This is an optimization exercise on Yosys and OpenROAD, whose aim is small area, a short achievable clock period and few clock cycles, not a production implementation.
RTL that was checked went through simulation tests only; none was proved equivalent to the original.
Function not checked in runs 2 and 3: the RTL went through the layout flow alone.
No activity file was given, so power comes from the tool's default toggle rates.

==> design/flow/design.v <==
module CORDIC #(parameter integer W = 32)
(
    input wire clk,
    input wire start,
    input wire signed [31:0] x,
    input wire signed [31:0] y,
    output wire signed [W-1:0]phi,
    output wire done
);
reg [31:0] xr;
reg [31:0] yr;
reg [31:0] z;
reg [4:0] cnt;
reg dn;
reg [0:0] b27;   
reg [2:0] ff;
reg [1:0] c0;
wire d = yr[31];
wire [31:0] xs, ys, xn, yn, zn;
cordic_shr u_shx (.a(yr), .s({cnt[4:1], c0[0]}), .o(xs));
cordic_shr u_shy (.a(xr), .s({cnt[4:1], ~c0[1]}), .o(ys));
cordic_addsub u_addx (.a(xr), .b(xs), .inv(d), .o(xn));
cordic_addsub u_addy (.a(yr), .b(ys), .inv(~d), .o(yn));
wire [31:0] za;
cordic_ztab u_tab (.i(cnt), .d(d), .dn(dn), .o(za));
cordic_add u_addz (.a(z), .b(za), .o(zn));
wire b26 = ~d;
wire [2:0] fnext;
assign fnext[0] = z[4] & (b26 ? (~z[5] & (&z[10:6])) : (&z[10:5]));
assign fnext[1] = z[4] & (b26 ? (~z[5] & (&z[17:6])) : (&z[17:5]));
assign fnext[2] = z[4] & (b26 ? (~z[5] & (&z[24:6])) : (&z[24:5]));
cordic_fin u_fin (.a(z), .b(b27), .f(ff), .o(phi));
assign done = dn;
always @(posedge clk) begin
    if (start) begin
        xr  <= x;
        yr  <= y;
        z   <= 32'h906dfdfb;
    end else begin
        xr  <= xn;
        yr  <= yn;
        z   <= zn;
    end
    if (start) begin
        cnt <= 5'd0;
        dn  <= 1'b0;
        c0[0] <= 1'b0;
        c0[1] <= 1'b1;
    end else if (!dn) begin
        cnt <= cnt + 5'd1;
        dn  <= (cnt == 5'd26);
        b27 <= {~yn[31]};
        c0[0] <= ~c0[0];
        c0[1] <= ~c0[1];
        if (cnt == 5'd26) ff <= fnext;
    end
end
endmodule
module cordic_shr (input wire [31:0] a, input wire [4:0] s, output wire [31:0] o);
wire [31:0] l0 = s[0] ? {{1{a[31]}}, a[31:1]} : a;
wire [31:0] l1 = s[1] ? {{2{l0[31]}}, l0[31:2]} : l0;
wire [31:0] l2 = s[2] ? {{4{l1[31]}}, l1[31:4]} : l1;
wire [31:0] l3 = s[3] ? {{8{l2[31]}}, l2[31:8]} : l2;
wire [31:0] l4 = s[4] ? {{16{l3[31]}}, l3[31:16]} : l3;
assign o = l4;
endmodule
module cordic_addsub (input wire [31:0] a, input wire [31:0] b, input wire inv, output wire [31:0] o);
wire [31:0] ax;
cordic_xor u_x (.a(a), .s(inv), .o(ax));
wire [31:0] p, g;
cordic_pgx u_pg (.a(a), .ax(ax), .b(b), .cin(inv), .p(p), .g(g));
cordic_pfx u_pfx (.p(p), .g(g), .cin(inv), .o(o));
endmodule
module cordic_xor (input wire [31:0] a, input wire s, output wire [31:0] o);
assign o = a ^ {32{s}};
endmodule
module cordic_pgx (input wire [31:0] a, input wire [31:0] ax, input wire [31:0] b, input wire cin, output wire [31:0] p, output wire [31:0] g);
assign p = ax ^ b;
wire [31:0] g1 = a & ~p;
assign g = {g1[31:1], g1[0] | (p[0] & cin)};
endmodule
module cordic_pfx (input wire [31:0] p, input wire [31:0] g, input wire cin, output wire [31:0] o);
wire G0_1 = g[1] | (p[1] & g[0]);
wire G0_3 = g[3] | (p[3] & g[2]);
wire P0_3 = p[3] & p[2];
wire G0_5 = g[5] | (p[5] & g[4]);
wire P0_5 = p[5] & p[4];
wire G0_7 = g[7] | (p[7] & g[6]);
wire P0_7 = p[7] & p[6];
wire G0_9 = g[9] | (p[9] & g[8]);
wire P0_9 = p[9] & p[8];
wire G0_11 = g[11] | (p[11] & g[10]);
wire P0_11 = p[11] & p[10];
wire G0_13 = g[13] | (p[13] & g[12]);
wire P0_13 = p[13] & p[12];
wire G0_15 = g[15] | (p[15] & g[14]);
wire P0_15 = p[15] & p[14];
wire G0_17 = g[17] | (p[17] & g[16]);
wire P0_17 = p[17] & p[16];
wire G0_19 = g[19] | (p[19] & g[18]);
wire P0_19 = p[19] & p[18];
wire G0_21 = g[21] | (p[21] & g[20]);
wire P0_21 = p[21] & p[20];
wire G0_23 = g[23] | (p[23] & g[22]);
wire P0_23 = p[23] & p[22];
wire G0_25 = g[25] | (p[25] & g[24]);
wire P0_25 = p[25] & p[24];
wire G0_27 = g[27] | (p[27] & g[26]);
wire P0_27 = p[27] & p[26];
wire G0_29 = g[29] | (p[29] & g[28]);
wire P0_29 = p[29] & p[28];
wire G0_31 = g[31] | (p[31] & g[30]);
wire P0_31 = p[31] & p[30];
wire G1_2 = g[2] | (p[2] & G0_1);
wire G1_3 = G0_3 | (P0_3 & G0_1);
wire G1_6 = g[6] | (p[6] & G0_5);
wire P1_6 = p[6] & P0_5;
wire G1_7 = G0_7 | (P0_7 & G0_5);
wire P1_7 = P0_7 & P0_5;
wire G1_10 = g[10] | (p[10] & G0_9);
wire P1_10 = p[10] & P0_9;
wire G1_11 = G0_11 | (P0_11 & G0_9);
wire P1_11 = P0_11 & P0_9;
wire G1_14 = g[14] | (p[14] & G0_13);
wire P1_14 = p[14] & P0_13;
wire G1_15 = G0_15 | (P0_15 & G0_13);
wire P1_15 = P0_15 & P0_13;
wire G1_18 = g[18] | (p[18] & G0_17);
wire P1_18 = p[18] & P0_17;
wire G1_19 = G0_19 | (P0_19 & G0_17);
wire P1_19 = P0_19 & P0_17;
wire G1_22 = g[22] | (p[22] & G0_21);
wire P1_22 = p[22] & P0_21;
wire G1_23 = G0_23 | (P0_23 & G0_21);
wire P1_23 = P0_23 & P0_21;
wire G1_26 = g[26] | (p[26] & G0_25);
wire P1_26 = p[26] & P0_25;
wire G1_27 = G0_27 | (P0_27 & G0_25);
wire P1_27 = P0_27 & P0_25;
wire G1_30 = g[30] | (p[30] & G0_29);
wire P1_30 = p[30] & P0_29;
wire G1_31 = G0_31 | (P0_31 & G0_29);
wire P1_31 = P0_31 & P0_29;
wire G2_4 = g[4] | (p[4] & G1_3);
wire G2_5 = G0_5 | (P0_5 & G1_3);
wire G2_6 = G1_6 | (P1_6 & G1_3);
wire G2_7 = G1_7 | (P1_7 & G1_3);
wire G2_12 = g[12] | (p[12] & G1_11);
wire P2_12 = p[12] & P1_11;
wire G2_13 = G0_13 | (P0_13 & G1_11);
wire P2_13 = P0_13 & P1_11;
wire G2_14 = G1_14 | (P1_14 & G1_11);
wire P2_14 = P1_14 & P1_11;
wire G2_15 = G1_15 | (P1_15 & G1_11);
wire P2_15 = P1_15 & P1_11;
wire G2_20 = g[20] | (p[20] & G1_19);
wire P2_20 = p[20] & P1_19;
wire G2_21 = G0_21 | (P0_21 & G1_19);
wire P2_21 = P0_21 & P1_19;
wire G2_22 = G1_22 | (P1_22 & G1_19);
wire P2_22 = P1_22 & P1_19;
wire G2_23 = G1_23 | (P1_23 & G1_19);
wire P2_23 = P1_23 & P1_19;
wire G2_28 = g[28] | (p[28] & G1_27);
wire P2_28 = p[28] & P1_27;
wire G2_29 = G0_29 | (P0_29 & G1_27);
wire P2_29 = P0_29 & P1_27;
wire G2_30 = G1_30 | (P1_30 & G1_27);
wire P2_30 = P1_30 & P1_27;
wire G2_31 = G1_31 | (P1_31 & G1_27);
wire P2_31 = P1_31 & P1_27;
wire G3_8 = g[8] | (p[8] & G2_7);
wire G3_9 = G0_9 | (P0_9 & G2_7);
wire G3_10 = G1_10 | (P1_10 & G2_7);
wire G3_11 = G1_11 | (P1_11 & G2_7);
wire G3_12 = G2_12 | (P2_12 & G2_7);
wire G3_13 = G2_13 | (P2_13 & G2_7);
wire G3_14 = G2_14 | (P2_14 & G2_7);
wire G3_15 = G2_15 | (P2_15 & G2_7);
wire G3_24 = g[24] | (p[24] & G2_23);
wire P3_24 = p[24] & P2_23;
wire G3_25 = G0_25 | (P0_25 & G2_23);
wire P3_25 = P0_25 & P2_23;
wire G3_26 = G1_26 | (P1_26 & G2_23);
wire P3_26 = P1_26 & P2_23;
wire G3_27 = G1_27 | (P1_27 & G2_23);
wire P3_27 = P1_27 & P2_23;
wire G3_28 = G2_28 | (P2_28 & G2_23);
wire P3_28 = P2_28 & P2_23;
wire G3_29 = G2_29 | (P2_29 & G2_23);
wire P3_29 = P2_29 & P2_23;
wire G3_30 = G2_30 | (P2_30 & G2_23);
wire P3_30 = P2_30 & P2_23;
wire G3_31 = G2_31 | (P2_31 & G2_23);
wire P3_31 = P2_31 & P2_23;
wire G4_16 = g[16] | (p[16] & G3_15);
wire G4_17 = G0_17 | (P0_17 & G3_15);
wire G4_18 = G1_18 | (P1_18 & G3_15);
wire G4_19 = G1_19 | (P1_19 & G3_15);
wire G4_20 = G2_20 | (P2_20 & G3_15);
wire G4_21 = G2_21 | (P2_21 & G3_15);
wire G4_22 = G2_22 | (P2_22 & G3_15);
wire G4_23 = G2_23 | (P2_23 & G3_15);
wire G4_24 = G3_24 | (P3_24 & G3_15);
wire G4_25 = G3_25 | (P3_25 & G3_15);
wire G4_26 = G3_26 | (P3_26 & G3_15);
wire G4_27 = G3_27 | (P3_27 & G3_15);
wire G4_28 = G3_28 | (P3_28 & G3_15);
wire G4_29 = G3_29 | (P3_29 & G3_15);
wire G4_30 = G3_30 | (P3_30 & G3_15);
wire G4_31 = G3_31 | (P3_31 & G3_15);
assign o = p ^ {G4_30, G4_29, G4_28, G4_27, G4_26, G4_25, G4_24, G4_23, G4_22, G4_21, G4_20, G4_19, G4_18, G4_17, G4_16, G3_15, G3_14, G3_13, G3_12, G3_11, G3_10, G3_9, G3_8, G2_7, G2_6, G2_5, G2_4, G1_3, G1_2, G0_1, g[0], cin};
endmodule
module cordic_add (input wire [31:0] a, input wire [31:0] b, output wire [31:0] o);
wire [31:0] p, g;
cordic_pgz u_pg (.a(a), .b(b), .p(p), .g(g));
cordic_pfx u_pfx (.p(p), .g(g), .cin(1'b0), .o(o));
endmodule
module cordic_pgz (input wire [31:0] a, input wire [31:0] b, output wire [31:0] p, output wire [31:0] g);
assign p = a ^ b;
assign g = a & b;
endmodule
module cordic_ztab (input wire [4:0] i, input wire d, input wire dn, output wire [31:0] o);
wire [31:0] t =
    ({32{i == 5'd0}} & 32'h6487ed52) |
    ({32{i == 5'd1}} & 32'h3b58ce0a) |
    ({32{i == 5'd2}} & 32'h1f5b75fa) |
    ({32{i == 5'd3}} & 32'h0feadd4e) |
    ({32{i == 5'd4}} & 32'h07fd56ee) |
    ({32{i == 5'd5}} & 32'h03ffaab8) |
    ({32{i == 5'd6}} & 32'h01fff556) |
    ({32{i == 5'd7}} & 32'h00fffeaa) |
    ({32{i == 5'd8}} & 32'h007fffd6) |
    ({32{i == 5'd9}} & 32'h003ffffa) |
    ({32{i == 5'd10}} & 32'h00200000) |
    ({32{i == 5'd11}} & 32'h00100000) |
    ({32{i == 5'd12}} & 32'h00080000) |
    ({32{i == 5'd13}} & 32'h00040000) |
    ({32{i == 5'd14}} & 32'h00020000) |
    ({32{i == 5'd15}} & 32'h00010000) |
    ({32{i == 5'd16}} & 32'h00008000) |
    ({32{i == 5'd17}} & 32'h00004000) |
    ({32{i == 5'd18}} & 32'h00002000) |
    ({32{i == 5'd19}} & 32'h00001000) |
    ({32{i == 5'd20}} & 32'h00000800) |
    ({32{i == 5'd21}} & 32'h00000400) |
    ({32{i == 5'd22}} & 32'h00000200) |
    ({32{i == 5'd23}} & 32'h00000100) |
    ({32{i == 5'd24}} & 32'h00000080) |
    ({32{i == 5'd25}} & 32'h00000040) |
    ({32{i == 5'd26}} & 32'h00000020);
assign o = (d | dn) ? 32'h0 : t;
endmodule
module cordic_fin (input wire [31:0] a, input wire b, input wire [2:0] f, output wire [31:0] o);
assign o[3:0] = a[3:0];
wire c0 = b;
assign o[4] = a[4] ^ c0;
assign o[5] = a[5] ^ (c0 & (&a[4:4]));
assign o[6] = a[6] ^ (c0 & (&a[5:4]));
assign o[7] = a[7] ^ (c0 & (&a[6:4]));
assign o[8] = a[8] ^ (c0 & (&a[7:4]));
assign o[9] = a[9] ^ (c0 & (&a[8:4]));
assign o[10] = a[10] ^ (c0 & (&a[9:4]));
wire c1 = (b & f[0]);
assign o[11] = a[11] ^ c1;
assign o[12] = a[12] ^ (c1 & (&a[11:11]));
assign o[13] = a[13] ^ (c1 & (&a[12:11]));
assign o[14] = a[14] ^ (c1 & (&a[13:11]));
assign o[15] = a[15] ^ (c1 & (&a[14:11]));
assign o[16] = a[16] ^ (c1 & (&a[15:11]));
assign o[17] = a[17] ^ (c1 & (&a[16:11]));
wire c2 = (b & f[1]);
assign o[18] = a[18] ^ c2;
assign o[19] = a[19] ^ (c2 & (&a[18:18]));
assign o[20] = a[20] ^ (c2 & (&a[19:18]));
assign o[21] = a[21] ^ (c2 & (&a[20:18]));
assign o[22] = a[22] ^ (c2 & (&a[21:18]));
assign o[23] = a[23] ^ (c2 & (&a[22:18]));
assign o[24] = a[24] ^ (c2 & (&a[23:18]));
wire c3 = (b & f[2]);
assign o[25] = a[25] ^ c3;
assign o[26] = a[26] ^ (c3 & (&a[25:25]));
assign o[27] = a[27] ^ (c3 & (&a[26:25]));
assign o[28] = a[28] ^ (c3 & (&a[27:25]));
assign o[29] = a[29] ^ (c3 & (&a[28:25]));
assign o[30] = a[30] ^ (c3 & (&a[29:25]));
assign o[31] = a[31] ^ (c3 & (&a[30:25]));
endmodule
==> design/flow/run.sh <==
#!/bin/bash
# synth_recipe.tcl (not shown) runs the flow's synth.tcl, then flattens the netlist and writes it again
# the make line also repeats each setting of config.mk as NAME=value (left out here)
make -C /OpenROAD-flow-scripts/flow DESIGN_CONFIG=/design/flow/config.mk WORK_HOME=/design/flow/orfs CLKGATE_MAP_FILE= SYNTH_SCRIPT=/design/flow/synth_recipe.tcl finish
==> design/flow/config.mk <==
export PLATFORM = sky130hd
export DESIGN_NAME = CORDIC
export DESIGN_NICKNAME = CORDIC
export VERILOG_FILES = /design/flow/design.v
export SDC_FILE = /design/flow/constraint.sdc
export NUM_CORES = 4
export LEC_CHECK = 0
export ABC_AREA = 1
export CAP_MARGIN = 20
export CORE_MARGIN = 2
export CORE_UTILIZATION = 50
export SETUP_SLACK_MARGIN = 4
export SLEW_MARGIN = 20
export SYNTH_HIERARCHICAL = 1
export SYNTH_MINIMUM_KEEP_SIZE = 0
==> design/flow/constraint.sdc <==
create_clock -name core_clock -period 7.5 [get_ports {clk}]
set_input_delay 1.5000 -clock core_clock [delete_from_list [all_inputs] [get_ports {clk}]]
set_output_delay 1.5000 -clock core_clock [all_outputs]
set_load 0.01 [all_outputs]
==> results.txt, run 1 <==
The flow ran to the end and the layout has no timing, DRC or antenna violations. The tree is rooted in a sky130_fd_sc_hd__clkbuf_16. The die height came out at 181.0 um.

After floorplanning, the core was divided into 64 placement rows. For this run, the detailed router's first-pass iteration total came to 8. The number of nets at the end of the flow is ~3,100.

The average routed wire per standard cell is 14.30 um. Tracing the worst setup path back leads to its startpoint at b27$_DFFE_PP_. Global routing used just under 30% of the available tracks across all layers.

Before CTS, the worst setup slack after placement is 3196 ps. Following the worst setup path forward leads to its endpoint at phi[11]. The worst hold-check slack came out at 566.9 ps. The die area is approximately 33,000 sq um. The global route total overflow came out at 0. The highest cell delay on the worst timing path is approximately 520 ps.

The worst relative slew slack is 43.18%. The maximum frequency from static timing analysis came out at about 0.3 GHz. The maximum VDD drop is 0.2582 mV. The first-pass GRT wire length is 78.12 mm.

The placed cell count is 3,352. The clock insertion delay at the later pin of the skew report is 390 ps. The worst setup margin is 4095 ps. The residual antenna-violating net count after detailed routing came out at 0. The largest fanout on the critical path came out at 5.

The combined area of all synthesized cells is 15,660 sq um. The filler cell count is 3,282. Dividing the detail-routed via count by the number of cells gives approximately 5.2. For flop-to-flop paths, the worst setup slack is 4170 ps. The total clock sinks is 108. The type of the worst setup path is reg -> out. Registers take 2227 sq um. TritonCTS built the clock tree.

Traced cell by cell, the critical path runs through buf_6 -> nand2_2 -> inv_1 -> ha_1 -> clkdlybuf4s50_1. The growth of design area from synthesis to finish is 11.19%. The buffers plus inverters on the worst setup path is 3.

The total chip power is a little under 9000 uW. The DRC violation total after the first TritonRoute iteration is 1,553. The number of antenna cells inserted is 0. The leakage power total is about 0.010 uW. The pin count of the biggest net entering global routing came out at 68. STA classifies the critical path startpoint as a flop. The clock transition at the register clock pins on the worst setup and hold paths after CTS came out at about 80 ps. The post-route setup TNS is 0 ps. The initial antenna violation count came out at 0. The final standard cell count with taps included and fillers excluded is roughly 3,400.

Setup violations remaining at the end of the flow were counted as 0. Once the floorplan was initialized, standard cells occupied 50.93% of the core. The path class of the tightest hold or removal check is reg -> reg. The number of placed I/O pins came out at 99. The number of buffers created by CTS is 9. In this run the critical register-to-register path is launched from c0[1]$_SDFFE_PP1N_. Counting I/O delays and the setup requirement, the final critical path takes ~3400 ps. After technology mapping, the gate count stands at 2,959. The post-cts hold buffer count is 0. For the worst flop-to-flop path, the logic depth is 21. The worst setup path is captured at an output port. The maximum count of clock buffers along a single path came out at 2. The logic depth of the worst path, buffers included is 5.

The transition time at the pin with the least slew margin is 852.3 ps. The congestion estimate from routability-driven global placement came to 0.9477. The share of final-layout standard cells stronger than drive strength 1 is 10.79%.

The area of combinational cells with multiple inputs is between 10,000 and 15,000 sq um. The standard cell with the maximum stage delay on the critical path is sky130_fd_sc_hd__clkdlybuf4s50_1. Of the available clock period, the critical path in the final layout requires between 40% and 50%. The worst endpoint required time is 6000 ps. The total routed wirelength came out at 48.76 mm. The arrival time of the worst setup path is 1900 ps.

The number of violations of the max-capacitance limit came out at 0. The max-slew violation total from the final report is 0. The worst register-to-register path ends at yr[17]$_DFF_P_.

The depth of the CTS H-tree is 3. The detailed placement HPWL is 35.81 mm. The count of final hold-check violations is 0. Setup repair after global routing could not meet its margin everywhere. The floorplan die width came out at 181.0 um.

The number of design rule violations left after detail routing came out at 0. The final clock skew is 7.458 ps. The via count of the first global-routing pass came out at 15,640.

The number of port buffers came out at 98. The core region is 30,750 sq um. The number of synthesis warnings is 7. The number of vias after detailed routing is 17,670. Among cell families on the critical path, the largest total delay comes from buffers and inverters.

The mean instance size in the synthesized netlist came out at ~5.3 sq um. In this run the power density over the cells is 497.0 nW/um^2.
how the worst min path moves through the flow:
stage	from	endpoint	slack (ps)	cells after the start
2_1_floorplan	c0[1]$_SDFFE_PP1N_	c0[1]$_SDFFE_PP1N_	430	1
3_3_place_gp	c0[1]$_SDFFE_PP1N_	c0[1]$_SDFFE_PP1N_	460	1
3_5_place_dp	c0[1]$_SDFFE_PP1N_	c0[1]$_SDFFE_PP1N_	470	1
4_1_cts	c0[0]$_SDFFE_PP0N_	c0[0]$_SDFFE_PP0N_	520	2
5_1_grt	c0[0]$_SDFFE_PP0N_	c0[0]$_SDFFE_PP0N_	580	2
6_report	c0[1]$_SDFFE_PP1N_	c0[1]$_SDFFE_PP1N_	570	2
placed cells by master (no fill, tap or decap), types with 4 or more instances in the layout:
master	instances
sky130_fd_sc_hd__a21oi_1	82
sky130_fd_sc_hd__a21oi_2	9
sky130_fd_sc_hd__buf_12	7
sky130_fd_sc_hd__buf_4	27
sky130_fd_sc_hd__clkbuf_16	13
sky130_fd_sc_hd__clkdlybuf4s50_1	90
sky130_fd_sc_hd__clkinvlp_4	15
sky130_fd_sc_hd__dfxtp_1	92
sky130_fd_sc_hd__dfxtp_2	8
sky130_fd_sc_hd__dfxtp_4	4
sky130_fd_sc_hd__dlymetal6s2s_1	4
sky130_fd_sc_hd__edfxtp_1	4
sky130_fd_sc_hd__ha_1	52
sky130_fd_sc_hd__inv_1	405
sky130_fd_sc_hd__inv_2	8
sky130_fd_sc_hd__nand2_1	1162
sky130_fd_sc_hd__nand2_2	68
sky130_fd_sc_hd__nand2_4	25
sky130_fd_sc_hd__nand3_1	397
sky130_fd_sc_hd__nand3_2	50
sky130_fd_sc_hd__nand4_1	16
sky130_fd_sc_hd__nor2_1	285
sky130_fd_sc_hd__nor2_2	26
sky130_fd_sc_hd__nor2_4	10
sky130_fd_sc_hd__nor3_1	15
sky130_fd_sc_hd__o211ai_1	5
sky130_fd_sc_hd__o21ai_0	7
sky130_fd_sc_hd__o21ai_1	9
sky130_fd_sc_hd__or2_2	24
sky130_fd_sc_hd__xnor2_1	16
sky130_fd_sc_hd__xor2_1	26
stage by stage:
step,area (sq um),util (%)
after CTS,16900,54.95
final,17410,56.63
after global routing,17410,56.63
after global placement,16350,53.17
after floorplan,15670,-
after detailed placement,16350,53.17
worst min-delay path, delay by kind of cell, from the launching register on:
kind | cells | cell delay, ps
AO/OA/AOI/OAI | 1 | 60
buffers and inverters | 1 | 110
flip-flops | 1 | 370
sequential cells by signal, summed over array words and instances (netlist names):
register,flops
xr,32
yr,32
z,32
cnt,5
ff,3
c0,2
b27,1
dn,1
power by group:
part | switching (uW) | internal [uW] | leakage [uW]
registers | 507 | 861 | 0.000911
logic | 4260 | 2460 | 0.00935
clock network | 269 | 298 | 0.000155
total | 5040 | 3620 | 0.0104
per-layer routing:
| metal | part of all wire, % | GRT usage [%] | wire length [um] | vias up |
|---|---|---|---|---|
| met4 | 3.0 | 9.203 | 1464 | 0 |
| li1 | - | - | - | 9185 |
| met5 | 0 | 0 | 0 | - |
| met3 | 6.7 | 4.152 | 3244 | 95 |
| met2 | 45 | 47.77 | 21760 | 566 |
| met1 | 46 | 39.42 | 22290 | 7820 |
layout make-up:
cell class / count / share of cell area [%]
repair buffers: 140 / 8.636
flip-flops and latches: 108 / 12.79
well taps: 396 / 2.845
repair inverters: 9 / 0.3664
clock buffers: 10 / 1.315
inverters: 431 / 9.772
clock inverters: 6 / 0.5532
multi-input cells: 2309 / 63.72
timing repair:
action | CTS | global route
setup endpoints to repair | 113 | 75
pin swaps | 0 | 6
buffers inserted | 10 | 17
gates resized for setup | 31 | 77
cloned | 6 | 8
Testbench counts, summed over its fixed seeds: cycles 22,400.
==> run 2: changes to the inputs <==
--- a/design/flow/design.v
+++ b/design/flow/design.v
@@ -213,2 +213,88 @@
 endmodule
+module cordic_pfxz (input wire [31:0] p, input wire [31:0] g, input wire cin, output wire [31:0] o);
+wire G0_1 = g[1] | (p[1] & g[0]);
+wire G0_3 = g[3] | (p[3] & g[2]);
+wire P0_3 = p[3] & p[2];
+wire G0_5 = g[5] | (p[5] & g[4]);
+wire P0_5 = p[5] & p[4];
+wire G0_7 = g[7] | (p[7] & g[6]);
+wire P0_7 = p[7] & p[6];
+wire G0_9 = g[9] | (p[9] & g[8]);
+wire P0_9 = p[9] & p[8];
+wire G0_11 = g[11] | (p[11] & g[10]);
+wire P0_11 = p[11] & p[10];
+wire G0_13 = g[13] | (p[13] & g[12]);
+wire P0_13 = p[13] & p[12];
+wire G0_15 = g[15] | (p[15] & g[14]);
+wire P0_15 = p[15] & p[14];
+wire G0_17 = g[17] | (p[17] & g[16]);
+wire P0_17 = p[17] & p[16];
+wire G0_19 = g[19] | (p[19] & g[18]);
+wire P0_19 = p[19] & p[18];
+wire G0_21 = g[21] | (p[21] & g[20]);
+wire P0_21 = p[21] & p[20];
+wire G0_23 = g[23] | (p[23] & g[22]);
+wire P0_23 = p[23] & p[22];
+wire G0_25 = g[25] | (p[25] & g[24]);
+wire P0_25 = p[25] & p[24];
+wire G0_27 = g[27] | (p[27] & g[26]);
+wire P0_27 = p[27] & p[26];
+wire G0_29 = g[29] | (p[29] & g[28]);
+wire P0_29 = p[29] & p[28];
+wire G0_31 = g[31] | (p[31] & g[30]);
+wire P0_31 = p[31] & p[30];
+wire G1_3 = G0_3 | (P0_3 & G0_1);
+wire G1_7 = G0_7 | (P0_7 & G0_5);
+wire P1_7 = P0_7 & P0_5;
+wire G1_11 = G0_11 | (P0_11 & G0_9);
+wire P1_11 = P0_11 & P0_9;
+wire G1_15 = G0_15 | (P0_15 & G0_13);
+wire P1_15 = P0_15 & P0_13;
+wire G1_19 = G0_19 | (P0_19 & G0_17);
+wire P1_19 = P0_19 & P0_17;
+wire G1_23 = G0_23 | (P0_23 & G0_21);
+wire P1_23 = P0_23 & P0_21;
+wire G1_27 = G0_27 | (P0_27 & G0_25);
+wire P1_27 = P0_27 & P0_25;
+wire G1_31 = G0_31 | (P0_31 & G0_29);
+wire P1_31 = P0_31 & P0_29;
+wire G2_7 = G1_7 | (P1_7 & G1_3);
+wire G2_15 = G1_15 | (P1_15 & G1_11);
+wire P2_15 = P1_15 & P1_11;
+wire G2_23 = G1_23 | (P1_23 & G1_19);
+wire P2_23 = P1_23 & P1_19;
+wire G2_31 = G1_31 | (P1_31 & G1_27);
+wire P2_31 = P1_31 & P1_27;
+wire G3_15 = G2_15 | (P2_15 & G2_7);
+wire G3_31 = G2_31 | (P2_31 & G2_23);
+wire P3_31 = P2_31 & P2_23;
+wire G4_31 = G3_31 | (P3_31 & G3_15);
+wire G5_23 = G2_23 | (P2_23 & G3_15);
+wire G6_11 = G1_11 | (P1_11 & G2_7);
+wire G6_19 = G1_19 | (P1_19 & G3_15);
+wire G6_27 = G1_27 | (P1_27 & G5_23);
+wire G7_5 = G0_5 | (P0_5 & G1_3);
+wire G7_9 = G0_9 | (P0_9 & G2_7);
+wire G7_13 = G0_13 | (P0_13 & G6_11);
+wire G7_17 = G0_17 | (P0_17 & G3_15);
+wire G7_21 = G0_21 | (P0_21 & G6_19);
+wire G7_25 = G0_25 | (P0_25 & G5_23);
+wire G7_29 = G0_29 | (P0_29 & G6_27);
+wire G8_2 = g[2] | (p[2] & G0_1);
+wire G8_4 = g[4] | (p[4] & G1_3);
+wire G8_6 = g[6] | (p[6] & G7_5);
+wire G8_8 = g[8] | (p[8] & G2_7);
+wire G8_10 = g[10] | (p[10] & G7_9);
+wire G8_12 = g[12] | (p[12] & G6_11);
+wire G8_14 = g[14] | (p[14] & G7_13);
+wire G8_16 = g[16] | (p[16] & G3_15);
+wire G8_18 = g[18] | (p[18] & G7_17);
+wire G8_20 = g[20] | (p[20] & G6_19);
+wire G8_22 = g[22] | (p[22] & G7_21);
+wire G8_24 = g[24] | (p[24] & G5_23);
+wire G8_26 = g[26] | (p[26] & G7_25);
+wire G8_28 = g[28] | (p[28] & G6_27);
+wire G8_30 = g[30] | (p[30] & G7_29);
+assign o = p ^ {G8_30, G7_29, G8_28, G6_27, G8_26, G7_25, G8_24, G5_23, G8_22, G7_21, G8_20, G6_19, G8_18, G7_17, G8_16, G3_15, G8_14, G7_13, G8_12, G6_11, G8_10, G7_9, G8_8, G2_7, G8_6, G7_5, G8_4, G1_3, G8_2, G0_1, g[0], cin};
+endmodule
 module cordic_add (input wire [31:0] a, input wire [31:0] b, output wire [31:0] o);
@@ -216,3 +302,3 @@
 cordic_pgz u_pg (.a(a), .b(b), .p(p), .g(g));
-cordic_pfx u_pfx (.p(p), .g(g), .cin(1'b0), .o(o));
+cordic_pfxz u_pfx (.p(p), .g(g), .cin(1'b0), .o(o));
 endmodule
--- a/design/flow/config.mk
+++ b/design/flow/config.mk
@@ -10,3 +10,3 @@
 export CORE_MARGIN = 2
-export CORE_UTILIZATION = 50
+export CORE_UTILIZATION = 40
 export SETUP_SLACK_MARGIN = 4
==> results.txt, run 2 <==
The run finished with no timing, DRC or antenna violations. The power per standard cell area came out at 483.4 nW/um^2 (-2.7%). The final clock skew came out at 17.52 ps (+10.07 ps). The worst relative slew slack came out at 57.35% (+14 points). Traced cell by cell, the critical path runs through buf_12 -> inv_2 -> nor2_4 -> nand3_2 -> nand2_4 -> nor2_4 -> a31oi_1 -> ha_1 -> nand2_1 -> inv_1 -> a21oi_4 -> nand2_4 -> nand2_2 -> nand2_4 -> nand2_4 -> nand2_4 -> nand2_2 -> nand2_2 -> nand2_1 -> nand2_1 -> ha_1 -> nor2_2 -> xnor2_1 -> or2_2. The post-cts hold buffer count was 0 (unchanged). The root buffer cell chosen for the clock tree is sky130_fd_sc_hd__clkbuf_16. The highest cell delay on the worst timing path came out at 390 ps (-130 ps). The area of the placeable core came to 37,580 sq um (+22%). The time the worst path needs with I/O delays and setup was 3393 ps (-12.13 ps).

The number of design rule violations left after detail routing came out at 0 (unchanged). TritonCTS built the clock tree. The floorplan die width came to 199.3 um (+10%).

The iteration count of the initial detailed-routing pass came out at 6 (-2). The total setup violations reported at the end of the flow came out at 0 (unchanged). The filler cell count is 4,123 (+26%).

The clock insertion delay at the later pin of the skew report came out at 400 ps (about the same). The arrival time of the worst setup path came out at 3690 ps (+1790 ps). STA classifies the critical path endpoint as a flop. The global route total overflow came out at 0 (unchanged). The residual antenna-violating net count after detailed routing came to 0 (unchanged). The number of port buffers came out at 98 (unchanged). The worst endpoint required time is 7800 ps (+1800 ps). The largest registers in the layout are xr x32, yr x32, z x32. The row count is 71 (+11%). The maximum frequency from static timing analysis was 0.2948 GHz (+0.36%). The instance count of the mapped netlist is 2,825 (-4.5%).

The most numerous cell type found on the critical path is sky130_fd_sc_hd__nand2_4. The starting density of the core came out at 40.59% (-10 points). The number of violations of the max-capacitance limit was 0 (unchanged).

The most common cell after layout, fill and taps aside is sky130_fd_sc_hd__nand2_1. The initial antenna violation count came out at 0 (unchanged). The worst setup path is of the reg -> reg kind. The final core utilization came out at 46.14% (-10 points). The placed cell count came out at 3,335 (-0.51%).

The number of vias after detailed routing is 16,980 (-3.9%). The leakage power total is 0.01013 uW (-2.8%). The die height was 199.3 um (+10%). In the layout the commonest cells are sky130_fd_sc_hd__nand2_1 (1,074), sky130_fd_sc_hd__nand3_1 (386), sky130_fd_sc_hd__inv_1 (370). The growth of design area from synthesis to finish came out at 13.68%.

The total routed wirelength is 48.83 mm (+0.15%). The number of synthesis warnings was 7 (unchanged). The count of final hold-check violations is 0 (unchanged). The mean instance size in the synthesized netlist came out at 5.399 sq um (+2.0%). The largest fanout on the critical path is 13 (+8). Setup repair after global routing could not meet its margin everywhere. The pin count of the biggest net entering global routing is 58 (-15%). The maximum count of clock buffers along a single path was 2 (unchanged). The share of final-layout standard cells stronger than drive strength 1 is 11.86% (+1.1 points). The maximum VDD drop is 0.1898 mV (-26%). The total chip power came to 8381 uW (-3.2%). The transition time at the pin with the least slew margin came to 638.8 ps (-213.5 ps). The final standard cell count with taps included and fillers excluded came out at 3,403 (-0.18%).

The detailed placement HPWL came out at 36.15 mm (+0.93%). The depth of the CTS H-tree is 3 (unchanged). The DRC violation total after the first TritonRoute iteration came out at 1,365 (-12%). The average routed wire per standard cell is 14.35 um (+0.32%). The worst slack at placement is 3242 ps (+46.60 ps). The die area was 39,700 sq um (+21%). The number of antenna cells inserted came out at 0 (unchanged). The number of nets at the end of the flow came to 3,017 (-3.5%). The max-slew violation total from the final report came out at 0 (unchanged).

The post-route setup TNS came to 0 ps (unchanged). The first-pass GRT wire length was 77.88 mm (-0.31%). The clock transition at the register clock pins on the worst setup and hold paths after CTS came out at 90 ps (about the same).

The final worst-path cycle share is 45.24% (-0.16 points). The last weighted congestion value of the routability-driven placer came out at 0.9422 (-0.58%). The total clock sinks was 108 (unchanged). The via count of the first global-routing pass came out at 15,430 (-1.4%). The worst setup margin is 4107 ps (+12.13 ps).

Among all stages on the critical path, the largest delay is contributed by sky130_fd_sc_hd__dfxtp_4. The combined area of all synthesized cells is 15,250 sq um (-2.6%). The number of placed I/O pins is 99 (unchanged). The number of buffers created by CTS is 9 (unchanged). In this run the worst hold path is classified as reg -> reg. The category of the worst setup path launch point is a flop. The total global routing track utilization came out at 24.51% (-4.6 points). The number of vias per cell came out at 4.989 (-3.7%).
-- run 2: cell count changes in the layout (fill, tap and decap cells not counted), moves of 10 or more --
cell	before	now
sky130_fd_sc_hd__ha_1	52	62
sky130_fd_sc_hd__nand3_1	397	386
sky130_fd_sc_hd__buf_4	27	39
sky130_fd_sc_hd__nor2_1	285	275
sky130_fd_sc_hd__nand2_1	1162	1074
sky130_fd_sc_hd__inv_1	405	370
sky130_fd_sc_hd__a21oi_1	82	71
-- run 2: timing repair --
item / CTS / global route
pin swaps: 0 / 7
resized for setup: 40 / 79
buffers inserted: 14 / 28
cloned: 6 / 4
endpoints found under the setup margin: 107 / 60
-- run 2: power by group --
| group | leakage, uW | switching (uW) | internal [uW] |
|---|---|---|---|
| clock | 0.000149 | 284 | 239 |
| combinational | 0.00906 | 4090 | 2440 |
| sequential | 0.000913 | 465 | 859 |
-- run 2: cell type report --
class                           count  area (sq um)  area share [%]
Clock inverter                      7         76.32          0.4402
Multi-Input combinational cell   2212         10890           62.82
Timing Repair inverter              6         45.04          0.2598
Tap cell                          511         639.4           3.688
Timing Repair Buffer              155          1653           9.534
Inverter                          395          1573           9.072
Clock buffer                        9         225.2           1.299
Sequential cell                   108          2233           12.88
-- run 2: per-stage QoR --
step	instance area, sq um	hold WS [ps]
after floorplan	15250	433.9
after global placement	16110	452.4
after detailed placement	16110	465.4
after CTS	16760	477.5
after global routing	17340	513.9
final	17340	471.8
-- run 2: path summary, 6_finish.rpt --
path	start	to	slack, ps	cells past startpoint
max	cnt[3]$_SDFFE_PP0N_	z[31]$_SDFF_PP1_	4110	24
min	c0[1]$_SDFFE_PP1N_	c0[1]$_SDFFE_PP1N_	470	1
max reg2reg	cnt[3]$_SDFFE_PP0N_	z[31]$_SDFF_PP1_	4110	24
min reg2reg	c0[1]$_SDFFE_PP1N_	c0[1]$_SDFFE_PP1N_	470	1
-- run 2: metal layers --
layer / vias to the layer above / wire length, um / track usage [%]
met5: - / 0 / 0
met4: 0 / 1186 / 6.993
met3: 89 / 2715 / 3.713
met2: 467 / 22330 / 41.09
met1: 7576 / 22600 / 32.48
li1: 8844 / - / -
-- run 2: critical path, delay by kind of cell, from the launching register on --
| family | cells | cell delay, ps |
|---|---|---|
| simple gates | 16 | 1630 |
| buf+inv | 3 | 310 |
| compound gates | 2 | 370 |
| flops | 1 | 390 |
| xor+xnor | 1 | 70 |
| fa+ha+maj | 2 | 480 |
==> run 3: changes to the inputs <==
--- a/design/flow/design.v
+++ b/design/flow/design.v
@@ -19,6 +19,4 @@
 wire [31:0] xs, ys, xn, yn, zn;
-cordic_shr u_shx (.a(yr), .s({cnt[4:1], c0[0]}), .o(xs));
-cordic_shr u_shy (.a(xr), .s({cnt[4:1], ~c0[1]}), .o(ys));
-cordic_addsub u_addx (.a(xr), .b(xs), .inv(d), .o(xn));
-cordic_addsub u_addy (.a(yr), .b(ys), .inv(~d), .o(yn));
+cordic_addsub u_addx (.a(xr), .src(yr), .s({cnt[4:1], c0[0]}), .inv(d), .ld(start), .din(x), .o(xn));
+cordic_addsub u_addy (.a(yr), .src(xr), .s({cnt[4:1], ~c0[1]}), .inv(~d), .ld(start), .din(y), .o(yn));
 wire [31:0] za;
@@ -34,11 +32,8 @@
 always @(posedge clk) begin
-    if (start) begin
-        xr  <= x;
-        yr  <= y;
-        z   <= 32'h906dfdfb;
-    end else begin
-        xr  <= xn;
-        yr  <= yn;
-        z   <= zn;
-    end
+    xr <= xn;
+    yr <= yn;
+    if (start)
+        z <= 32'h906dfdfb;
+    else
+        z <= zn;
     if (start) begin
@@ -66,3 +61,3 @@
 endmodule
-module cordic_addsub (input wire [31:0] a, input wire [31:0] b, input wire inv, output wire [31:0] o);
+module cordic_addsub (input wire [31:0] a, input wire [31:0] src, input wire [4:0] s, input wire inv, input wire ld, input wire [31:0] din, output wire [31:0] o);
 wire [31:0] ax;
@@ -70,4 +65,148 @@
 wire [31:0] p, g;
-cordic_pgx u_pg (.a(a), .ax(ax), .b(b), .cin(inv), .p(p), .g(g));
-cordic_pfx u_pfx (.p(p), .g(g), .cin(inv), .o(o));
+cordic_shpg u_pg (.a(a), .ax(ax), .src(src), .s(s), .cin(inv), .p(p), .g(g));
+cordic_pfxl u_pfx (.p(p), .g(g), .cin(inv), .ld(ld), .din(din), .o(o));
+endmodule
+module cordic_pfxl (input wire [31:0] p, input wire [31:0] g, input wire cin, input wire ld, input wire [31:0] din, output wire [31:0] o);
+wire [31:0] s;
+wire G0_1 = g[1] | (p[1] & g[0]);
+wire G0_3 = g[3] | (p[3] & g[2]);
+wire P0_3 = p[3] & p[2];
+wire G0_5 = g[5] | (p[5] & g[4]);
+wire P0_5 = p[5] & p[4];
+wire G0_7 = g[7] | (p[7] & g[6]);
+wire P0_7 = p[7] & p[6];
+wire G0_9 = g[9] | (p[9] & g[8]);
+wire P0_9 = p[9] & p[8];
+wire G0_11 = g[11] | (p[11] & g[10]);
+wire P0_11 = p[11] & p[10];
+wire G0_13 = g[13] | (p[13] & g[12]);
+wire P0_13 = p[13] & p[12];
+wire G0_15 = g[15] | (p[15] & g[14]);
+wire P0_15 = p[15] & p[14];
+wire G0_17 = g[17] | (p[17] & g[16]);
+wire P0_17 = p[17] & p[16];
+wire G0_19 = g[19] | (p[19] & g[18]);
+wire P0_19 = p[19] & p[18];
+wire G0_21 = g[21] | (p[21] & g[20]);
+wire P0_21 = p[21] & p[20];
+wire G0_23 = g[23] | (p[23] & g[22]);
+wire P0_23 = p[23] & p[22];
+wire G0_25 = g[25] | (p[25] & g[24]);
+wire P0_25 = p[25] & p[24];
+wire G0_27 = g[27] | (p[27] & g[26]);
+wire P0_27 = p[27] & p[26];
+wire G0_29 = g[29] | (p[29] & g[28]);
+wire P0_29 = p[29] & p[28];
+wire G0_31 = g[31] | (p[31] & g[30]);
+wire P0_31 = p[31] & p[30];
+wire G1_2 = g[2] | (p[2] & G0_1);
+wire G1_3 = G0_3 | (P0_3 & G0_1);
+wire G1_6 = g[6] | (p[6] & G0_5);
+wire P1_6 = p[6] & P0_5;
+wire G1_7 = G0_7 | (P0_7 & G0_5);
+wire P1_7 = P0_7 & P0_5;
+wire G1_10 = g[10] | (p[10] & G0_9);
+wire P1_10 = p[10] & P0_9;
+wire G1_11 = G0_11 | (P0_11 & G0_9);
+wire P1_11 = P0_11 & P0_9;
+wire G1_14 = g[14] | (p[14] & G0_13);
+wire P1_14 = p[14] & P0_13;
+wire G1_15 = G0_15 | (P0_15 & G0_13);
+wire P1_15 = P0_15 & P0_13;
+wire G1_18 = g[18] | (p[18] & G0_17);
+wire P1_18 = p[18] & P0_17;
+wire G1_19 = G0_19 | (P0_19 & G0_17);
+wire P1_19 = P0_19 & P0_17;
+wire G1_22 = g[22] | (p[22] & G0_21);
+wire P1_22 = p[22] & P0_21;
+wire G1_23 = G0_23 | (P0_23 & G0_21);
+wire P1_23 = P0_23 & P0_21;
+wire G1_26 = g[26] | (p[26] & G0_25);
+wire P1_26 = p[26] & P0_25;
+wire G1_27 = G0_27 | (P0_27 & G0_25);
+wire P1_27 = P0_27 & P0_25;
+wire G1_30 = g[30] | (p[30] & G0_29);
+wire P1_30 = p[30] & P0_29;
+wire G1_31 = G0_31 | (P0_31 & G0_29);
+wire P1_31 = P0_31 & P0_29;
+wire G2_4 = g[4] | (p[4] & G1_3);
+wire G2_5 = G0_5 | (P0_5 & G1_3);
+wire G2_6 = G1_6 | (P1_6 & G1_3);
+wire G2_7 = G1_7 | (P1_7 & G1_3);
+wire G2_12 = g[12] | (p[12] & G1_11);
+wire P2_12 = p[12] & P1_11;
+wire G2_13 = G0_13 | (P0_13 & G1_11);
+wire P2_13 = P0_13 & P1_11;
+wire G2_14 = G1_14 | (P1_14 & G1_11);
+wire P2_14 = P1_14 & P1_11;
+wire G2_15 = G1_15 | (P1_15 & G1_11);
+wire P2_15 = P1_15 & P1_11;
+wire G2_20 = g[20] | (p[20] & G1_19);
+wire P2_20 = p[20] & P1_19;
+wire G2_21 = G0_21 | (P0_21 & G1_19);
+wire P2_21 = P0_21 & P1_19;
+wire G2_22 = G1_22 | (P1_22 & G1_19);
+wire P2_22 = P1_22 & P1_19;
+wire G2_23 = G1_23 | (P1_23 & G1_19);
+wire P2_23 = P1_23 & P1_19;
+wire G2_28 = g[28] | (p[28] & G1_27);
+wire P2_28 = p[28] & P1_27;
+wire G2_29 = G0_29 | (P0_29 & G1_27);
+wire P2_29 = P0_29 & P1_27;
+wire G2_30 = G1_30 | (P1_30 & G1_27);
+wire P2_30 = P1_30 & P1_27;
+wire G2_31 = G1_31 | (P1_31 & G1_27);
+wire P2_31 = P1_31 & P1_27;
+wire G3_8 = g[8] | (p[8] & G2_7);
+wire G3_9 = G0_9 | (P0_9 & G2_7);
+wire G3_10 = G1_10 | (P1_10 & G2_7);
+wire G3_11 = G1_11 | (P1_11 & G2_7);
+wire G3_12 = G2_12 | (P2_12 & G2_7);
+wire G3_13 = G2_13 | (P2_13 & G2_7);
+wire G3_14 = G2_14 | (P2_14 & G2_7);
+wire G3_15 = G2_15 | (P2_15 & G2_7);
+wire G3_24 = g[24] | (p[24] & G2_23);
+wire P3_24 = p[24] & P2_23;
+wire G3_25 = G0_25 | (P0_25 & G2_23);
+wire P3_25 = P0_25 & P2_23;
+wire G3_26 = G1_26 | (P1_26 & G2_23);
+wire P3_26 = P1_26 & P2_23;
+wire G3_27 = G1_27 | (P1_27 & G2_23);
+wire P3_27 = P1_27 & P2_23;
+wire G3_28 = G2_28 | (P2_28 & G2_23);
+wire P3_28 = P2_28 & P2_23;
+wire G3_29 = G2_29 | (P2_29 & G2_23);
+wire P3_29 = P2_29 & P2_23;
+wire G3_30 = G2_30 | (P2_30 & G2_23);
+wire P3_30 = P2_30 & P2_23;
+wire G3_31 = G2_31 | (P2_31 & G2_23);
+wire P3_31 = P2_31 & P2_23;
+wire G4_16 = g[16] | (p[16] & G3_15);
+wire G4_17 = G0_17 | (P0_17 & G3_15);
+wire G4_18 = G1_18 | (P1_18 & G3_15);
+wire G4_19 = G1_19 | (P1_19 & G3_15);
+wire G4_20 = G2_20 | (P2_20 & G3_15);
+wire G4_21 = G2_21 | (P2_21 & G3_15);
+wire G4_22 = G2_22 | (P2_22 & G3_15);
+wire G4_23 = G2_23 | (P2_23 & G3_15);
+wire G4_24 = G3_24 | (P3_24 & G3_15);
+wire G4_25 = G3_25 | (P3_25 & G3_15);
+wire G4_26 = G3_26 | (P3_26 & G3_15);
+wire G4_27 = G3_27 | (P3_27 & G3_15);
+wire G4_28 = G3_28 | (P3_28 & G3_15);
+wire G4_29 = G3_29 | (P3_29 & G3_15);
+wire G4_30 = G3_30 | (P3_30 & G3_15);
+wire G4_31 = G3_31 | (P3_31 & G3_15);
+assign s = p ^ {G4_30, G4_29, G4_28, G4_27, G4_26, G4_25, G4_24, G4_23, G4_22, G4_21, G4_20, G4_19, G4_18, G4_17, G4_16, G3_15, G3_14, G3_13, G3_12, G3_11, G3_10, G3_9, G3_8, G2_7, G2_6, G2_5, G2_4, G1_3, G1_2, G0_1, g[0], cin};
+assign o = ld ? din : s;
+endmodule
+module cordic_shpg (input wire [31:0] a, input wire [31:0] ax, input wire [31:0] src, input wire [4:0] s, input wire cin, output wire [31:0] p, output wire [31:0] g);
+wire [31:0] l0 = s[0] ? {{1{src[31]}}, src[31:1]} : src;
+wire [31:0] l1 = s[1] ? {{2{l0[31]}}, l0[31:2]} : l0;
+wire [31:0] l2 = s[2] ? {{4{l1[31]}}, l1[31:4]} : l1;
+wire [31:0] l3 = s[3] ? {{8{l2[31]}}, l2[31:8]} : l2;
+wire [31:0] l4 = s[4] ? {{16{l3[31]}}, l3[31:16]} : l3;
+assign p = ax ^ l4;
+wire [31:0] g1 = a & ~p;
+assign g = {g1[31:1], g1[0] | (p[0] & cin)};
 endmodule
@@ -337,3 +476,3 @@
     ({32{i == 5'd26}} & 32'h00000020);
-assign o = (d | dn) ? 32'h0 : t;
+assign o = d ? 32'h0 : t;
 endmodule
--- a/design/flow/config.mk
+++ b/design/flow/config.mk
@@ -11,3 +11,3 @@
 export CORE_UTILIZATION = 40
-export SETUP_SLACK_MARGIN = 4
+export SETUP_SLACK_MARGIN = 4.2
 export SLEW_MARGIN = 20
==> results.txt, run 3 <==
The post-cts hold buffer count came to 0 (unchanged). The final worst-path cycle share came out at 44.63% (-0.60 points). The maximum count of clock buffers along a single path is 2 (unchanged). The most common cell after layout, fill and taps aside is sky130_fd_sc_hd__nand2_1. The instance count of the mapped netlist came out at 2,776 (-1.7%). The buffers plus inverters on the worst setup path is 4 (+1). The root buffer cell is sky130_fd_sc_hd__clkbuf_16. The floorplan die width is 195.1 um (-2.1%). The number of buffers created by CTS came out at 9 (unchanged).

STA classifies the critical path startpoint as a flop. The first-pass GRT wire length is 79.88 mm (+2.6%). The row count came to 70 (-1.4%). The iteration count of the initial detailed-routing pass came out at 7 (+1). The number of vias per cell came out at 5.220 (+4.6%). The path class of the tightest hold or removal check is reg -> reg.

The number of nets at the end of the flow is 3,012 (-0.17%). The area of the placeable core is 36,260 sq um (-3.5%). The share of total power in the clock network came to 6.5% (+0.3 points). The nature of the critical path endpoint is an output port. The largest fanout on the critical path is 5 (-8).

The worst endpoint required time is 6000 ps (-1800 ps). The worst setup margin is 4153 ps (+45.29 ps). The internal power of the cells is 3478 uW (-1.7%). The worst relative slew slack came out at 38.61% (-19 points).

The number of design rule violations left after detail routing is 0 (unchanged). The DRC violation total after the first TritonRoute iteration came out at 1,662 (+22%). The worst slack at placement came out at 3296 ps (+53.56 ps). The total routed wirelength came out at 51.91 mm (+6.3%). The arrival time of the worst setup path is 1850 ps (-1840 ps). The flow ran to the end and the layout has no timing, DRC or antenna violations. The global route total overflow came out at 0 (unchanged). The total chip power came out at 8102 uW (-3.3%). The number of placed I/O pins came out at 99 (unchanged).

The number of synthesis warnings is 7 (unchanged). The final standard cell count with taps included and fillers excluded came out at 3,355 (-1.4%). The number of port buffers was 98 (unchanged). The number of antenna cells inserted came out at 0 (unchanged).

The post-route setup TNS came out at 0 ps (unchanged). Leaving out fill and tap cells, the most frequent cells in the layout are sky130_fd_sc_hd__nand2_1 (1,057), sky130_fd_sc_hd__nand3_1 (482), sky130_fd_sc_hd__inv_1 (341). The power per standard cell area came out at 457.6 nW/um^2 (-5.3%).

The clock tree from TritonCTS is done. The clock transition at the register clock pins on the worst setup and hold paths after CTS is 90 ps (about the same). The transition time at the pin with the least slew margin was 919.8 ps (+281.0 ps).

The total clock sinks is 108 (unchanged). The net switching power of the design came out at 4624 uW (-4.5%). The slowest stage of the critical path is the sky130_fd_sc_hd__edfxtp_1 cell.

The placed cell count is 3,244 (-2.7%). The time the worst path needs with I/O delays and setup came out at 3347 ps (-45.29 ps). The switching power share of the total came to 57.07% (-0.72 points). The total global routing track utilization came out at 25.95% (+1.4 points). The maximum frequency from static timing analysis is 0.2987 GHz (+1.4%). The initial antenna violation count is 0 (unchanged).

The share of final-layout standard cells stronger than drive strength 1 came out at 13.68% (+1.8 points). The pin count of the biggest net entering global routing came out at 75 (+29%). The via count of the first global-routing pass is 15,510 (+0.54%). The largest registers in the layout are xr x32, yr x32, z x32.

The depth of the CTS H-tree came out at 3 (unchanged). The residual antenna-violating net count after detailed routing is 0 (unchanged). The sequential share of power is 16.4% (+0.6 points). The final clock skew came to 13.70 ps (-3.821 ps).

The final core utilization came out at 48.83% (+2.7 points). The worst setup path is of the reg -> out kind. Walking the worst path, the cells encountered are buf_6 -> buf_4 -> nand2_4 -> inv_2 -> ha_1 -> xor2_1 -> dlygate4sd2_1.

The combined area of all synthesized cells came to 14,610 sq um (-4.2%). The last weighted congestion value of the routability-driven placer was 0.9638 (+2.3%). The mean instance size in the synthesized netlist came to 5.264 sq um (-2.5%).

The total setup violations reported at the end of the flow came out at 0 (unchanged). The area growth from synthesis to layout is 21.15%. The clock insertion delay at the later pin of the skew report came to 400 ps (about the same). The combinational group share of total power is 77.1% (-0.9 points). The leakage power total came out at 0.01001 uW (-1.2%). The number of vias after detailed routing came out at 17,510 (+3.2%). The max-slew violation total from the final report came out at 0 (unchanged). The starting density of the core is 40.30% (-0.28 points).

The count of final hold-check violations is 0 (unchanged). The detailed placement HPWL was 36.67 mm (+1.5%). Setup repair after global routing could not meet its margin everywhere.

The number of violations of the max-capacitance limit is 0 (unchanged). The maximum VDD drop is 0.2082 mV (+9.7%). The highest cell delay on the worst timing path came out at 380 ps (about the same). The die height came out at 195.1 um (-2.1%). The average routed wire per standard cell came out at 15.47 um (+7.8%). The die area is 38,080 sq um (-4.1%). The kind of cell adding the most delay to the critical path is buffers and inverters.
[run 3: worst paths after layout]
| kind | from | end | cells past startpoint | slack (ps) |
|---|---|---|---|---|
| max | b27$_DFFE_PP_ | phi[19] | 7 | 4150 |
| min | c0[1]$_SDFFE_PP1N_ | c0[1]$_SDFFE_PP1N_ | 1 | 450 |
| max reg2reg | cnt[1]$_SDFFE_PP0N_ | z[31]$_SDFF_PP1_ | 26 | 4160 |
| min reg2reg | c0[1]$_SDFFE_PP1N_ | c0[1]$_SDFFE_PP1N_ | 1 | 450 |
[run 3: area by class of cell]
cell class | instances | area, sq um
Inverter | 366 | 1445
Clock inverter | 6 | 50.05
Timing Repair Buffer | 195 | 2024
Tap cell | 468 | 585.6
Timing Repair inverter | 7 | 52.55
Multi-Input combinational cell | 2195 | 11060
Sequential cell | 108 | 2240
Fill cell | 3864 | 18560
Clock buffer | 10 | 250.2
[run 3: what timing repair did]
item,in CTS,in global routing
buffers inserted,25,55
gates cloned,6,9
endpoints found under the setup margin,109,77
resized for setup,85,188
pin swaps,3,51
[run 3: power by group through the flow]
stage | registers [uW] | logic [uW] | clock network (uW)
after floorplan | 1110 | 4710 | 0
after detailed placement | 1360 | 5720 | 0
after global routing | 1370 | 7180 | 565
after CTS | 1330 | 5780 | 543
final | 1330 | 6250 | 529
after global placement | 1360 | 5600 | 0
[run 3: layer usage]
metal  share of wire (%)  track usage, %  vias to the layer above  routed length [um]
met5                   0               0                        -                   0
met4                 3.2           8.369                        0                1670
met3                 6.1           3.454                      113                3156
met2                  48           46.31                      614               25000
met1                  43           32.18                     7885               22080
li1                    -               -                     8902                   -
[run 3: metrics by stage]
step	instance area, sq um	hold WS (ps)
after floorplan	14620	433.9
after global placement	15610	445.6
after detailed placement	15610	459.8
after CTS	16350	472.8
after global routing	17700	473.7
final	17700	452.1
==> run 4: changes to the inputs <==
--- a/design/flow/design.v
+++ b/design/flow/design.v
@@ -352,88 +352,2 @@
 endmodule
-module cordic_pfxz (input wire [31:0] p, input wire [31:0] g, input wire cin, output wire [31:0] o);
-wire G0_1 = g[1] | (p[1] & g[0]);
-wire G0_3 = g[3] | (p[3] & g[2]);
-wire P0_3 = p[3] & p[2];
-wire G0_5 = g[5] | (p[5] & g[4]);
-wire P0_5 = p[5] & p[4];
-wire G0_7 = g[7] | (p[7] & g[6]);
-wire P0_7 = p[7] & p[6];
-wire G0_9 = g[9] | (p[9] & g[8]);
-wire P0_9 = p[9] & p[8];
-wire G0_11 = g[11] | (p[11] & g[10]);
-wire P0_11 = p[11] & p[10];
-wire G0_13 = g[13] | (p[13] & g[12]);
-wire P0_13 = p[13] & p[12];
-wire G0_15 = g[15] | (p[15] & g[14]);
-wire P0_15 = p[15] & p[14];
-wire G0_17 = g[17] | (p[17] & g[16]);
-wire P0_17 = p[17] & p[16];
-wire G0_19 = g[19] | (p[19] & g[18]);
-wire P0_19 = p[19] & p[18];
-wire G0_21 = g[21] | (p[21] & g[20]);
-wire P0_21 = p[21] & p[20];
-wire G0_23 = g[23] | (p[23] & g[22]);
-wire P0_23 = p[23] & p[22];
-wire G0_25 = g[25] | (p[25] & g[24]);
-wire P0_25 = p[25] & p[24];
-wire G0_27 = g[27] | (p[27] & g[26]);
-wire P0_27 = p[27] & p[26];
-wire G0_29 = g[29] | (p[29] & g[28]);
-wire P0_29 = p[29] & p[28];
-wire G0_31 = g[31] | (p[31] & g[30]);
-wire P0_31 = p[31] & p[30];
-wire G1_3 = G0_3 | (P0_3 & G0_1);
-wire G1_7 = G0_7 | (P0_7 & G0_5);
-wire P1_7 = P0_7 & P0_5;
-wire G1_11 = G0_11 | (P0_11 & G0_9);
-wire P1_11 = P0_11 & P0_9;
-wire G1_15 = G0_15 | (P0_15 & G0_13);
-wire P1_15 = P0_15 & P0_13;
-wire G1_19 = G0_19 | (P0_19 & G0_17);
-wire P1_19 = P0_19 & P0_17;
-wire G1_23 = G0_23 | (P0_23 & G0_21);
-wire P1_23 = P0_23 & P0_21;
-wire G1_27 = G0_27 | (P0_27 & G0_25);
-wire P1_27 = P0_27 & P0_25;
-wire G1_31 = G0_31 | (P0_31 & G0_29);
-wire P1_31 = P0_31 & P0_29;
-wire G2_7 = G1_7 | (P1_7 & G1_3);
-wire G2_15 = G1_15 | (P1_15 & G1_11);
-wire P2_15 = P1_15 & P1_11;
-wire G2_23 = G1_23 | (P1_23 & G1_19);
-wire P2_23 = P1_23 & P1_19;
-wire G2_31 = G1_31 | (P1_31 & G1_27);
-wire P2_31 = P1_31 & P1_27;
-wire G3_15 = G2_15 | (P2_15 & G2_7);
-wire G3_31 = G2_31 | (P2_31 & G2_23);
-wire P3_31 = P2_31 & P2_23;
-wire G4_31 = G3_31 | (P3_31 & G3_15);
-wire G5_23 = G2_23 | (P2_23 & G3_15);
-wire G6_11 = G1_11 | (P1_11 & G2_7);
-wire G6_19 = G1_19 | (P1_19 & G3_15);
-wire G6_27 = G1_27 | (P1_27 & G5_23);
-wire G7_5 = G0_5 | (P0_5 & G1_3);
-wire G7_9 = G0_9 | (P0_9 & G2_7);
-wire G7_13 = G0_13 | (P0_13 & G6_11);
-wire G7_17 = G0_17 | (P0_17 & G3_15);
-wire G7_21 = G0_21 | (P0_21 & G6_19);
-wire G7_25 = G0_25 | (P0_25 & G5_23);
-wire G7_29 = G0_29 | (P0_29 & G6_27);
-wire G8_2 = g[2] | (p[2] & G0_1);
-wire G8_4 = g[4] | (p[4] & G1_3);
-wire G8_6 = g[6] | (p[6] & G7_5);
-wire G8_8 = g[8] | (p[8] & G2_7);
-wire G8_10 = g[10] | (p[10] & G7_9);
-wire G8_12 = g[12] | (p[12] & G6_11);
-wire G8_14 = g[14] | (p[14] & G7_13);
-wire G8_16 = g[16] | (p[16] & G3_15);
-wire G8_18 = g[18] | (p[18] & G7_17);
-wire G8_20 = g[20] | (p[20] & G6_19);
-wire G8_22 = g[22] | (p[22] & G7_21);
-wire G8_24 = g[24] | (p[24] & G5_23);
-wire G8_26 = g[26] | (p[26] & G7_25);
-wire G8_28 = g[28] | (p[28] & G6_27);
-wire G8_30 = g[30] | (p[30] & G7_29);
-assign o = p ^ {G8_30, G7_29, G8_28, G6_27, G8_26, G7_25, G8_24, G5_23, G8_22, G7_21, G8_20, G6_19, G8_18, G7_17, G8_16, G3_15, G8_14, G7_13, G8_12, G6_11, G8_10, G7_9, G8_8, G2_7, G8_6, G7_5, G8_4, G1_3, G8_2, G0_1, g[0], cin};
-endmodule
 module cordic_add (input wire [31:0] a, input wire [31:0] b, output wire [31:0] o);
@@ -441,3 +355,3 @@
 cordic_pgz u_pg (.a(a), .b(b), .p(p), .g(g));
-cordic_pfxz u_pfx (.p(p), .g(g), .cin(1'b0), .o(o));
+cordic_pfx u_pfx (.p(p), .g(g), .cin(1'b0), .o(o));
 endmodule
==> results.txt, run 4 <==
The final standard cell count with taps included and fillers excluded is 3,448 (+2.8%). The largest fanout on the critical path is 5 (unchanged). Leaving out fill and tap cells, the most frequent cell in the layout is sky130_fd_sc_hd__nand2_1. The floorplan die width is 197.8 um (+1.4%). The total routed wirelength was 51.39 mm (-1.0%). The largest registers in the layout are xr x32, yr x32, z x32. The maximum frequency from static timing analysis was 0.3090 GHz (+3.4%). The number of synthesis warnings came to 7 (unchanged).

The class of the most critical hold timing path is reg -> reg. The area occupied by registers came out at 2233 sq um (-0.28%). In this run the critical register-to-register path is launched from cnt[1]$_SDFFE_PP0N_.

The maximum count of clock buffers along a single path is 2 (unchanged). The placed cell count is 3,377 (+4.1%). The area of combinational cells with multiple inputs came to 10,860 sq um (-1.8%).

STA classifies the critical path startpoint as a flop. The filler cell count is 4,020 (+4.0%). The power per standard cell area is 471.2 nW/um^2 (+3.0%). The flow ran to the end and the layout has no timing, DRC or antenna violations. The instance count of the mapped netlist is 2,910 (+4.8%). The post-route setup TNS came out at 0 ps (unchanged). The critical path is of the reg -> out type. The hold path startpoint is c0[1]$_SDFFE_PP1N_. The last weighted congestion value of the routability-driven placer came to 0.9502 (-1.4%). The leakage power total is 0.01004 uW (+0.31%). The arrival time of the worst setup path is 1740 ps (-110 ps). The area of the placeable core came out at 36,790 sq um (+1.4%). The most critical setup path has its startpoint at b27$_DFFE_PP_.

The total setup violations reported at the end of the flow is 0 (unchanged). The number of antenna cells inserted came out at 0 (unchanged). The total clock sinks came out at 108 (unchanged).

The via count of the first global-routing pass is 15,750 (+1.5%). The worst endpoint required time is 6000 ps (about the same). The pin count of the biggest net entering global routing is 88 (+17%). The starting density of the core is 40.84% (+0.54 points). STA classifies the critical path endpoint as an output port. The number of violations of the max-capacitance limit is 0 (unchanged). The residual antenna-violating net count after detailed routing came out at 0 (unchanged). The number of nets at the end of the flow is 3,094 (+2.7%).

The first-pass GRT wire length is 79.49 mm (-0.48%). The clock tree from TritonCTS is done. The cell sitting at the root of the clock tree is a sky130_fd_sc_hd__clkbuf_16.

Setup repair after global routing could not meet its margin everywhere. The clock insertion delay at the later pin of the skew report came out at 390 ps (about the same). Leaving out fill and tap cells, the most frequent cells in the layout are sky130_fd_sc_hd__nand2_1 (1,166), sky130_fd_sc_hd__nand3_1 (503), sky130_fd_sc_hd__inv_1 (381).

The number of port buffers is 98 (unchanged). The max-slew violation total from the final report is 0 (unchanged). The standard cell with the maximum stage delay on the critical path is sky130_fd_sc_hd__edfxtp_1.

The detailed placement HPWL came to 37.65 mm (+2.7%). The transition time at the pin with the least slew margin is 940.3 ps (+20.53 ps). The growth of design area from synthesis to finish came out at 14.40%. The final core utilization is 46.72% (-2.1 points).

The row count is 70 (unchanged). The clock transition at the register clock pins on the worst setup and hold paths after CTS came out at 90 ps (about the same). The final worst-path cycle share is 43.15% (-1.5 points). The die area is 39,130 sq um (+2.8%).

The iteration count of the initial detailed-routing pass is 6 (-1). The average routed wire per standard cell came out at 14.90 um (-3.7%). The depth of the CTS H-tree is 3 (unchanged).

The maximum VDD drop was 0.2658 mV (+28%). The highest cell delay on the worst timing path is 420 ps (+40 ps). The worst relative slew slack came out at 37.24% (-1.4 points). The number of vias per cell is 5.169 (-0.98%). The final clock skew is 14.48 ps (+0.7780 ps). The die height is 197.8 um (+1.4%). Walking the worst path, the cells encountered are buf_12 -> nand2_4 -> inv_2 -> ha_1 -> xor2_1 -> clkdlybuf4s15_1. The post-cts hold buffer count is 0 (unchanged). The count of final hold-check violations came out at 0 (unchanged). The number of design rule violations left after detail routing came out at 0 (unchanged).

The number of placed I/O pins is 99 (unchanged). The combined area of all synthesized cells came out at 15,020 sq um (+2.8%). The DRC violation total after the first TritonRoute iteration came out at 1,371 (-18%). The global route total overflow was 0 (unchanged).

The number of vias after detailed routing is 17,820 (+1.8%). The share of final-layout standard cells stronger than drive strength 1 is 8.926% (-4.8 points). The number of buffers created by CTS is 9 (unchanged). The time the worst path needs with I/O delays and setup came out at 3237 ps (-110.8 ps). The total global routing track utilization came out at 25.41% (-0.54 points).

The initial antenna violation count is 0 (unchanged). The mean instance size in the synthesized netlist came to 5.163 sq um (-1.9%).
[run 4: worst paths after layout]
path | end | slack [ps] | cells after the start
max | phi[26] | 4260 | 6
min | c0[1]$_SDFFE_PP1N_ | 500 | 1
max reg2reg | z[16]$_SDFF_PP1_ | 4360 | 15
min reg2reg | c0[1]$_SDFFE_PP1N_ | 500 | 1
[run 4: worst max-delay path, delay by kind of cell, from the launching register on]
family                     cells  cell delay [ps]
buffers and inverters          3              480
xor gates and xnor gates       1              150
DFF                            1              420
and+or+nand+nor                1               90
adders and majority gates      1              180
[run 4: through the flow]
stage	setup WS, ps	hold WS, ps	cell area (sq um)	total power, uW
after floorplan	4519	433.9	15030	6004
after global placement	3735	456.5	15990	7189
after detailed placement	3617	469.1	15990	7316
after CTS	4111	481.6	16580	7849
after global routing	4169	524.9	17190	9078
final	4263	497.0	17190	8099
[run 4: power breakdown]
group	internal [uW]	switching, uW
clock network	231	272
logic	2280	4000
registers	854	468
total	3360	4740
[run 4: layer usage]
metal | routed length [um] | share of wire, % | GRT usage (%) | vias up
met1 | 21740 | 42 | 31.19 | 7986
met4 | 1605 | 3.1 | 8.131 | 0
met5 | 0 | 0 | 0 | -
met2 | 24980 | 49 | 45.76 | 543
met3 | 3060 | 6.0 | 3.287 | 87
li1 | - | - | - | 9207
[run 4: what timing repair did]
action,CTS,global route
endpoints found under the setup margin,109,67
buffers inserted,18,25
pin swaps,2,8
cloned,8,4
gates resized for setup,72,90
[run 4: area by class of cell]
| type | count | share of cell area, % |
|---|---|---|
| tap | 468 | 3.407 |
| inverter | 402 | 9.216 |
| clock buffer | 9 | 1.310 |
| timing repair inverter | 8 | 0.3494 |
| multi-input combinational | 2292 | 63.18 |
| timing repair buffer | 154 | 9.216 |
| sequential | 108 | 12.99 |
| clock inverter | 7 | 0.3276 |
Testbench counts of run 4, summed over its fixed seeds: cycles 22,400.

afterwards: timing with drivers on the ports:
In the flow no input, the clock included, has a driving cell. The finished layouts below were timed again as built, in two steps.
Step 1 (the two cells are an assumption about what drives the block):
set clk [get_ports {clk}]
set_driving_cell -lib_cell sky130_fd_sc_hd__clkbuf_16 $clk
set_driving_cell -lib_cell sky130_fd_sc_hd__buf_2 [delete_from_list [all_inputs] $clk]
Step 2 times the ports against the registers' clock, not the clock port: input delays grow and output delays shrink by t, the midpoint of the rising clock arrivals with the driver on.
Three values: ideal, step 1, step 2; two values: the first two.
run | t (ns) | setup WS [ns] | clock arrival spread, ns | worst register clock-pin slew, ns | worst data-port slew with drivers (ns)
run 1 | 0.446 | 4.095 / 4.040 / 4.169 | 0.009 / 0.008 | 0.08 / 0.08 | 0.05
run 2 | 0.451 | 4.107 / 4.060 / 4.107 | 0.018 / 0.018 | 0.10 / 0.10 | 0.05
run 3 | 0.450 | 4.153 / 4.098 / 4.095 | 0.016 / 0.015 | 0.09 / 0.09 | 0.05
run 4 | 0.442 | 4.263 / 4.208 / 3.920 | 0.015 / 0.014 | 0.09 / 0.09 | 0.04
After both steps setup and hold are still met in every run listed. The setup slack of run 4, which loses most, moves by -0.055 ns with the drivers and by -0.343 ns with both steps.
